What follows belongs to an exercise in optimizing a design on an open flow for small area; a production flow would make more cautious choices.
In this exercise RTL edits were held to simulation tests only and were not proved equivalent to the original.
Power figures rest on the tool's default switching activity, not on a simulated workload.

// uart_core
module uart_core
#(
	parameter DATA_BITS=8
	,parameter BAUD_BITS=16
	,parameter ERR_BITS=2
	,parameter UART_ADDR_BITS=8
	,parameter UART_DATA_BITS=32
)
(
	input wire clk  
	,input wire nRst  
	,input wire [UART_ADDR_BITS-1:0] addrIn  
	,input wire [UART_DATA_BITS-1:0] dataIn  
	,output wire [UART_DATA_BITS-1:0] dataOut  
	,input wire wr  
	,input wire valid  
	,output wire ready  
	,output wire irq  
	,output reg uartTxLine  
	,input wire uartRxLine  
);
For scale: ~550 cells after synthesis, roughly 5100 µm² of cells after synthesis.
Settings: LEC_CHECK=0, CAP_MARGIN=0, CORE_MARGIN=2, CORE_UTILIZATION=40, GPL_TIMING_DRIVEN=0, SLEW_MARGIN=0; clock period 10.0 ns.
standard.sh (not shown) runs the stock make flow with config.mk's settings and CLKGATE_MAP_FILE= SYNTH_SCRIPT=/design/flow/synth_recipe.tcl, a recipe that flattens the netlist after the stock synthesis.
==> flow/flow/run.sh <==
#!/bin/bash
# Own layout flow: the standard flow (standard.sh) with two changes:
#  1. after the standard synthesis, the combinational logic is re-mapped by
#     ABC for area (flow/remap.ys); every register keeps its instance, name
#     and cell type from the standard synthesis;
#  2. port buffers are sky130_fd_sc_hd__buf_1 instead of the default choice;
#  3. clock tree synthesis without dummy loads (CTS_ARGS);
#  4. constant outputs share the synthesis's tie cells (SKIP_REPAIR_TIE_FANOUT).
# Each tool's output goes to a log file in the work folder.
set -euo pipefail
W=$(pwd)
R=$W/orfs/results/$FLOW_PLATFORM/uart_core/base
LIB=$FLOW_HOME/platforms/$FLOW_PLATFORM/lib/sky130_fd_sc_hd__tt_025C_1v80.lib
YOSYS=${YOSYS_EXE:-$(command -v yosys || echo "$FLOW_HOME/../tools/install/yosys/bin/yosys")}
export BUFFER_PORTS_ARGS="-buffer_cell sky130_fd_sc_hd__buf_1"
export CTS_ARGS="-sink_clustering_enable -repair_clock_nets -buf_list sky130_fd_sc_hd__clkbuf_8 -dont_use_dummy_load"
export SKIP_REPAIR_TIE_FANOUT=1

bash standard.sh synth > "$W/flow_1_synth.log" 2>&1

cp "$R/1_2_yosys.v" "$W/1_2_yosys_standard.v"
MAP="strash;dch,-f;amap;strash;dch,-f;amap;strash;dch,-f;amap;topo"
SCRIPTS=(
  "$MAP"
  "rewrite,-z;refactor,-z;rewrite,-z;$MAP"
  "rewrite,-z;refactor,-z;resub,-z;rewrite,-z;$MAP"
  "rewrite,-z;refactor,-z;resub,-z;rewrite,-z;resub,-z;refactor,-z;rewrite,-z;$MAP"
  "rewrite,-z;refactor,-z;resub,-z;rewrite,-z;resub,-K,8,-N,2,-z;refactor,-z;resub,-K,10,-N,2,-z;rewrite,-z;$MAP"
  "rewrite,-z;refactor,-z;rewrite,-z;rewrite,-z;refactor,-z;rewrite,-z;$MAP"
  "dch,-f;if,-K,4;mfs2,-a;strash;rewrite,-z;refactor,-z;$MAP"
)
# each script is checked by ABC's own equivalence check (cec) against its input
best=""; bestArea=""
for i in "${!SCRIPTS[@]}"; do
  sed -e "s#@LIB@#$LIB#g" -e "s#@IN@#$W/1_2_yosys_standard.v#" -e "s#@OUT@#$W/remap_$i.v#" \
    -e "s#@SCRIPT@#+strash;write_blif,$W/remap_in_$i.blif;${SCRIPTS[$i]};cec,$W/remap_in_$i.blif#" \
    "$W/flow/remap.ys" > "$W/remap_$i.ys"
  if "$YOSYS" -s "$W/remap_$i.ys" > "$W/flow_2_remap_$i.log" 2>&1 && [[ -s "$W/remap_$i.v" ]] \
    && grep -q "Networks are equivalent" "$W/flow_2_remap_$i.log" \
    && ! grep -qi "not equivalent" "$W/flow_2_remap_$i.log"; then
    a=$(python3 "$W/flow/area.py" "$LIB" "$W/remap_$i.v")
    echo "remap script $i: area $a" >> "$W/flow_2_remap.log"
    if [[ -z "$bestArea" ]] || python3 -c "import sys; sys.exit(0 if $a < $bestArea else 1)"; then
      best=$i; bestArea=$a
    fi
  fi
done
echo "kept remap script $best: area $bestArea" >> "$W/flow_2_remap.log"
[[ -n "$best" ]]
cp "$W/remap_$best.v" "$W/1_2_yosys_remap.v"
cp "$W/1_2_yosys_remap.v" "$R/1_2_yosys.v"
touch "$R/1_2_yosys.v"

bash standard.sh > "$W/flow_3_layout.log" 2>&1
Other scripts of this flow, unchanged in this note and not shown: flow/flow/area.py, flow/flow/remap.ys
==> next run, changes <==
--- a/flow/design.v
+++ b/flow/design.v
@@ -147,34 +147,34 @@
 			end
 		end
 	end
 	reg [15:0] bCnt;
 	reg bLevel;
 	reg [3:0] bTx;
-	reg bFirst;
 	wire [14:0] half=cfgDiv[15:1];
 	wire [16:0] bInc={1'b0,bCnt}+17'd1;
 	wire bWrap=(half!=15'd0)&(bInc>={2'b0,half});
 	wire tickRx=bWrap&~bLevel;
 	wire tickTx=tickRx&(cfgOs? (bTx==4'b0111):(bTx[2:0]==3'b011));
-	wire bClr=bWrap|bFirst;
-	always @(posedge clk)
-	begin
-		bCnt<=(bInc[15:0]&{16{~bClr}})|{15'd0,bFirst};
-		bLevel<=~bFirst&(bLevel^bWrap);
-	end
 	always @(posedge clk,negedge nRst)
 	begin
 		if(~nRst)
 		begin
-			bFirst<=1;
+			bCnt<=0;
+			bLevel<=0;
 			bTx<=0;
 		end
 		else
 		begin
-			bFirst<=0;
+			if(bWrap)
+			begin
+				bCnt<=0;
+				bLevel<=~bLevel;
+			end
+			else
+				bCnt<=bInc[15:0];
 			if(tickRx)
 				bTx<=bTx+4'd1;
 		end
 	end
 	wire txBit=txData[txc[2:0]];
 	always @(posedge clk)
First-iteration DRC count goes down by about 26%; power is higher by about 1.2%; combinational power went up by about 30%; die area increases by about 0.5%; synthesized area rose by 0.50%; critical path depth rises by 3; setup slack gets worse by 0.98 ns; clock-buffer cell count is unchanged; via count went down by 3.8%.

-- static timing again, ports no longer ideal --
How much do the figures lean on ideal ports? The routed layouts below were timed once more, with nothing changed but the port constraints. Step 1, drivers: a clkbuf_16 drives clk and a buf_2 each remaining input, both assumed. Step 2, shift: input delay + t, output delay - t, t = (earliest + latest rising clock arrival at the registers) / 2. This alone moves slack from input paths to output paths. a / b / c = ideal / step 1 / step 2; a / b = the first two.
| run | t (ns) | setup WS [ns] | worst setup path after step 2 | cell pins on the clock port's net |
|---|---|---|---|---|
| the first run | 0.460 | 4.518 / 4.518 / 4.514 | input to register | 1 |
| the second run | 0.448 | 3.543 / 3.543 / 3.543 | register to register | 1 |
After both steps every run listed still meets setup and hold. The setup slack of the first run, which loses most, moves by 0.000 ns with the drivers and by -0.004 ns with both steps.
